This design comes from an exercise in tuning for small area on the open sky130 flow, not from production work. The RTL was checked by simulation tests, not by an equivalence proof against the original design.

==> onyx: inputs <==
## IG
module IG(
	clk,
	rst,
	mode_w,
	datain,
	dataout,
	DCT_out,
	IDCT_out,
	state
);
Settings: LEC_CHECK=0, CAP_MARGIN=10, CORE_MARGIN=2, CORE_UTILIZATION=45, CTS_BUF_LIST=sky130_fd_sc_hd__clkbuf_16, CTS_CLUSTER_DIAMETER=100, CTS_CLUSTER_SIZE=25, SLEW_MARGIN=10; clock period 10.0 ns.
run.sh (not shown) runs the stock make flow with config.mk's settings and CLKGATE_MAP_FILE= SYNTH_SCRIPT=/design/flow/synth_recipe.tcl, a recipe that flattens the netlist after the stock synthesis.
==> inputs of maple, as changes to onyx <==
--- a/flow/design.v
+++ b/flow/design.v
@@ -254,17 +254,15 @@
 	dataout
 );
 input [22:0] datain;
 input clk,rst,mode;
 input [2:0] state;
 output [21:0] dataout;
 wire [23:0] temp1,temp2,temp3,temp4,temp5,temp7,temp8,temp9,temp10,temp14;
-reg [21:0] multa,multc;
-reg [20:0] multf_r;
-wire [21:0] multf={multf_r[20],multf_r};
+reg [21:0] multa,multc,multf;
 wire [2:0] state_fit;
 wire [1:0] g;
 reg [23:0] acc0_r,acc1_r,acc2_r,acc3_r;
 reg [21:0] ds0,ds1,ds2,ds3;
 wire [23:0] o0,o1,o2,o3;
 wire [21:0] p0,p1,p2,p3;
 wire [23:0] sum0,sum1,sum2,sum3;
@@ -274,26 +272,25 @@
 assign temp4={{5{datain[22]}},datain[22:4]};
 assign temp5={{6{datain[22]}},datain[22:5]};
 assign temp7={{8{datain[22]}},datain[22:7]};
 assign temp8={{9{datain[22]}},datain[22:8]};
 assign temp9={{10{datain[22]}},datain[22:9]};
 assign temp10={{11{datain[22]}},datain[22:10]};
 assign temp14={{15{datain[22]}},datain[22:14]};
-wire [21:0] ma,mc,as1,ac1,as2,ac2,as3,ac3,cs1,cc1,cs2,cc2;
-wire [20:0] mf_n,fs1,fc1,fs2,fc2;
+wire [21:0] ma,mc,mf,as1,ac1,as2,ac2,as3,ac3,cs1,cc1,cs2,cc2,fs1,fc1,fs2,fc2;
 csa #(.W(22)) ua1(.x(temp2[21:0]),.y(temp4[21:0]),.z(temp5[21:0]),.cin(1'b0),.s(as1),.c(ac1));
 csa #(.W(22)) ua2(.x(as1),.y(ac1),.z(temp7[21:0]),.cin(1'b0),.s(as2),.c(ac2));
 csa #(.W(22)) ua3(.x(as2),.y(ac2),.z(temp9[21:0]),.cin(1'b0),.s(as3),.c(ac3));
-cia #(.W(22),.B(11)) uma(.a(as3),.b(ac3),.ci(1'b0),.s(ma));
+cia #(.W(22),.B(8)) uma(.a(as3),.b(ac3),.ci(1'b0),.s(ma));
 csa #(.W(22)) uc1(.x(temp1[21:0]),.y(~temp5[21:0]),.z(~temp7[21:0]),.cin(1'b1),.s(cs1),.c(cc1));
 csa #(.W(22)) uc2(.x(cs1),.y(cc1),.z(temp10[21:0]),.cin(1'b0),.s(cs2),.c(cc2));
-cia #(.W(22),.B(11)) umc(.a(cs2),.b(cc2),.ci(1'b1),.s(mc));
-csa #(.W(21)) uf1(.x(temp3[20:0]),.y(temp4[20:0]),.z(temp8[20:0]),.cin(1'b0),.s(fs1),.c(fc1));
-csa #(.W(21)) uf2(.x(fs1),.y(fc1),.z(~temp14[20:0]),.cin(1'b0),.s(fs2),.c(fc2));
-cia #(.W(21),.B(11)) umf(.a(fs2),.b(fc2),.ci(1'b1),.s(mf_n));
+cia #(.W(22),.B(8)) umc(.a(cs2),.b(cc2),.ci(1'b1),.s(mc));
+csa #(.W(22)) uf1(.x(temp3[21:0]),.y(temp4[21:0]),.z(temp8[21:0]),.cin(1'b0),.s(fs1),.c(fc1));
+csa #(.W(22)) uf2(.x(fs1),.y(fc1),.z(~temp14[21:0]),.cin(1'b0),.s(fs2),.c(fc2));
+cia #(.W(22),.B(8)) umf(.a(fs2),.b(fc2),.ci(1'b1),.s(mf));
 assign state_fit=state-3'b011;
 assign g=state_fit[1:0];
 reg n0,n1,n2,n3;
 wire swap,sa0,sa1;
 wire [21:0] x,y;
 assign swap=mode?(g==2'd2):(g==2'd0||g==2'd3);
 assign x=swap?multf:multc;
@@ -322,18 +319,18 @@
 			2'd0: begin n0=0; n1=1; n2=0; n3=1; end
 			2'd1: begin n0=0; n1=1; n2=1; n3=0; end
 			2'd2: begin n0=0; n1=0; n2=1; n3=1; end
 			default: begin n0=0; n1=0; n2=0; n3=0; end
 		endcase
 	end
 end
-cia #(.W(24),.B(8)) uacc0(.a(acc0_r),.b(o0^{24{n0}}),.ci(n0),.s(sum0));
-cia #(.W(24),.B(8)) uacc1(.a(acc1_r),.b(o1^{24{n1}}),.ci(n1),.s(sum1));
-cia #(.W(24),.B(8)) uacc2(.a(acc2_r),.b(o2^{24{n2}}),.ci(n2),.s(sum2));
-cia #(.W(24),.B(8)) uacc3(.a(acc3_r),.b(o3^{24{n3}}),.ci(n3),.s(sum3));
+cia #(.W(24),.B(6)) uacc0(.a(acc0_r),.b(o0^{24{n0}}),.ci(n0),.s(sum0));
+cia #(.W(24),.B(6)) uacc1(.a(acc1_r),.b(o1^{24{n1}}),.ci(n1),.s(sum1));
+cia #(.W(24),.B(6)) uacc2(.a(acc2_r),.b(o2^{24{n2}}),.ci(n2),.s(sum2));
+cia #(.W(24),.B(6)) uacc3(.a(acc3_r),.b(o3^{24{n3}}),.ci(n3),.s(sum3));
 assign dataout=ds0;
 always@(posedge clk or negedge rst)begin
 	if(!rst)begin
 		acc0_r<=24'h2;
 		acc1_r<=24'h2;
 		acc2_r<=24'h2;
 		acc3_r<=24'h2;
@@ -362,15 +359,15 @@
 		end
 	end
 end
 always@(posedge clk)begin
 	ds3<=sum3[23:2];
 	multa<=ma;
 	multc<=mc;
-	multf_r<=mf_n;
+	multf<=mf;
 end
 endmodule
 module bdeg(
 	datain,
 	clk,
 	rst,
 	mode,  
@@ -378,17 +375,15 @@
 	dataout
 );
 input [22:0] datain;
 input clk,rst,mode;
 input [2:0] state;
 output [21:0] dataout;
 wire [23:0] temp1,temp2,temp3,temp4,temp5,temp7,temp8,temp9,temp11,temp12,temp13;
-reg [21:0] multb,multd,multe;
-reg [19:0] multg_r;
-wire [21:0] multg={{2{multg_r[19]}},multg_r};
+reg [21:0] multb,multd,multe,multg;
 wire [2:0] state_fit;
 wire [1:0] g;
 reg [23:0] acc0_r,acc1_r,acc2_r,acc3_r;
 reg [21:0] ds0,ds1,ds2,ds3;
 wire [23:0] o0,o1,o2,o3;
 wire [23:0] sum0,sum1,sum2,sum3;
 assign temp1={{2{datain[22]}},datain[22:1]};
@@ -398,30 +393,29 @@
 assign temp5={{6{datain[22]}},datain[22:5]};
 assign temp7={{8{datain[22]}},datain[22:7]};
 assign temp8={{9{datain[22]}},datain[22:8]};
 assign temp9={{10{datain[22]}},datain[22:9]};
 assign temp11={{12{datain[22]}},datain[22:11]};
 assign temp12={{13{datain[22]}},datain[22:12]};
 assign temp13={{14{datain[22]}},datain[22:13]};
-wire [21:0] mb,md,me,bs1,bc1,bs2,bc2,ds1_,dc1_,ds2_,dc2_,ds3_,dc3_,ds4_,dc4_,es1,ec1,es2,ec2;
-wire [19:0] mg_n,gs1,gc1,gs2,gc2;
+wire [21:0] mb,md,me,mg,bs1,bc1,bs2,bc2,ds1_,dc1_,ds2_,dc2_,ds3_,dc3_,ds4_,dc4_,es1,ec1,es2,ec2,gs1,gc1,gs2,gc2;
 csa #(.W(22)) ub1(.x(temp1[21:0]),.y(~temp7[21:0]),.z(~temp9[21:0]),.cin(1'b1),.s(bs1),.c(bc1));
 csa #(.W(22)) ub2(.x(bs1),.y(bc1),.z(temp13[21:0]),.cin(1'b0),.s(bs2),.c(bc2));
-cia #(.W(22),.B(11)) umb(.a(bs2),.b(bc2),.ci(1'b1),.s(mb));
+cia #(.W(22),.B(8)) umb(.a(bs2),.b(bc2),.ci(1'b1),.s(mb));
 csa #(.W(22)) ud1(.x(temp2[21:0]),.y(temp3[21:0]),.z(temp5[21:0]),.cin(1'b0),.s(ds1_),.c(dc1_));
 csa #(.W(22)) ud2(.x(temp7[21:0]),.y(temp9[21:0]),.z(~temp12[21:0]),.cin(1'b0),.s(ds2_),.c(dc2_));
 csa #(.W(22)) ud3(.x(ds1_),.y(dc1_),.z(ds2_),.cin(1'b0),.s(ds3_),.c(dc3_));
 csa #(.W(22)) ud4(.x(ds3_),.y(dc3_),.z(dc2_),.cin(1'b0),.s(ds4_),.c(dc4_));
-cia #(.W(22),.B(11)) umd(.a(ds4_),.b(dc4_),.ci(1'b1),.s(md));
+cia #(.W(22),.B(8)) umd(.a(ds4_),.b(dc4_),.ci(1'b1),.s(md));
 csa #(.W(22)) ue1(.x(temp2[21:0]),.y(temp5[21:0]),.z(~temp8[21:0]),.cin(1'b0),.s(es1),.c(ec1));
 csa #(.W(22)) ue2(.x(es1),.y(ec1),.z(temp11[21:0]),.cin(1'b0),.s(es2),.c(ec2));
-cia #(.W(22),.B(11)) ume(.a(es2),.b(ec2),.ci(1'b1),.s(me));
-csa #(.W(20)) ug1(.x(temp4[19:0]),.y(temp5[19:0]),.z(temp8[19:0]),.cin(1'b0),.s(gs1),.c(gc1));
-csa #(.W(20)) ug2(.x(gs1),.y(gc1),.z(~temp13[19:0]),.cin(1'b0),.s(gs2),.c(gc2));
-cia #(.W(20),.B(11)) umg(.a(gs2),.b(gc2),.ci(1'b1),.s(mg_n));
+cia #(.W(22),.B(8)) ume(.a(es2),.b(ec2),.ci(1'b1),.s(me));
+csa #(.W(22)) ug1(.x(temp4[21:0]),.y(temp5[21:0]),.z(temp8[21:0]),.cin(1'b0),.s(gs1),.c(gc1));
+csa #(.W(22)) ug2(.x(gs1),.y(gc1),.z(~temp13[21:0]),.cin(1'b0),.s(gs2),.c(gc2));
+cia #(.W(22),.B(8)) umg(.a(gs2),.b(gc2),.ci(1'b1),.s(mg));
 assign state_fit=state-3'b011;
 assign g=state_fit[1:0];
 reg n0,n1,n2,n3;
 reg [1:0] k;
 wire [21:0] u0,u1,u2,u3,r0,r1,r2,r3;
 assign u0=k[1]?multg:multb;
 assign u1=k[1]?multd:multe;
@@ -449,18 +443,18 @@
 			2'd0: begin k=2'd2; n0=0; n1=1; n2=0; n3=1; end
 			2'd1: begin k=2'd1; n0=0; n1=1; n2=0; n3=0; end
 			2'd2: begin k=2'd3; n0=0; n1=1; n2=1; n3=1; end
 			default: begin k=2'd0; n0=0; n1=0; n2=0; n3=0; end
 		endcase
 	end
 end
-cia #(.W(24),.B(8)) uacc0(.a(acc0_r),.b(o0^{24{n0}}),.ci(n0),.s(sum0));
-cia #(.W(24),.B(8)) uacc1(.a(acc1_r),.b(o1^{24{n1}}),.ci(n1),.s(sum1));
-cia #(.W(24),.B(8)) uacc2(.a(acc2_r),.b(o2^{24{n2}}),.ci(n2),.s(sum2));
-cia #(.W(24),.B(8)) uacc3(.a(acc3_r),.b(o3^{24{n3}}),.ci(n3),.s(sum3));
+cia #(.W(24),.B(6)) uacc0(.a(acc0_r),.b(o0^{24{n0}}),.ci(n0),.s(sum0));
+cia #(.W(24),.B(6)) uacc1(.a(acc1_r),.b(o1^{24{n1}}),.ci(n1),.s(sum1));
+cia #(.W(24),.B(6)) uacc2(.a(acc2_r),.b(o2^{24{n2}}),.ci(n2),.s(sum2));
+cia #(.W(24),.B(6)) uacc3(.a(acc3_r),.b(o3^{24{n3}}),.ci(n3),.s(sum3));
 assign dataout=ds0;
 always@(posedge clk or negedge rst)begin
 	if(!rst)begin
 		acc0_r<=24'h2;
 		acc1_r<=24'h2;
 		acc2_r<=24'h2;
 		acc3_r<=24'h2;
@@ -490,15 +484,15 @@
 	end
 end
 always@(posedge clk)begin
 	ds3<=sum3[23:2];
 	multb<=mb;
 	multd<=md;
 	multe<=me;
-	multg_r<=mg_n;
+	multg<=mg;
 end
 endmodule
 module idru(
 	MUXA,
 	MUXB,
 	add,
 	sub,
Settings changed: CAP_MARGIN 10 to 20, SLEW_MARGIN 10 to 20.
==> summary of the runs <==
- onyx completed with no timing, DRC or antenna violations. maple completed without violations.
- Flip-flop and latch count: maple is higher than onyx (3).
- Of onyx and maple, maple has the higher register-to-register slack (gap 620 ps).
- Via count: onyx is lower than maple (about 4%).
- Synthesized cell count: onyx is smaller than maple (4.7%).
- In maple the count of clock-buffer cells in the layout is higher than in onyx, by 1.
- Against maple, the critical path depth of onyx is higher by 8.
- In onyx the worst setup slack is higher than in maple, by 110 ps.
- In maple the cell area is larger than in onyx, by 0.72%.
- In onyx the sequential share of layout area is higher than in maple, by 0.30 points.

-- port drivers added, routing unchanged --
The results above use ideal ports. As a check the final layouts listed here were re-extracted and re-timed, cells and wires unchanged. Step 1, drivers: a clkbuf_16 drives clk and a buf_2 each remaining input, both assumed. Step 2 also shifts input and output timing later by t, the mid clock arrival at the registers, as if the neighbouring blocks saw the same clock. Slacks: ideal / step 1 / step 2; pairs: ideal / step 1.
run	t (ns)	slack for setup (ns)	hold slack, ns	clock arrival spread, ns	slew at the worst register clock pin (ns)
onyx	0.834	0.518 / 0.432 / 1.188	0.295 / 0.295 / 0.295	0.106 / 0.106	0.11 / 0.11
maple	0.832	0.409 / 0.326 / 1.158	0.307 / 0.307 / 0.307	0.048 / 0.048	0.11 / 0.11
After both steps setup and hold are still met in every run listed.
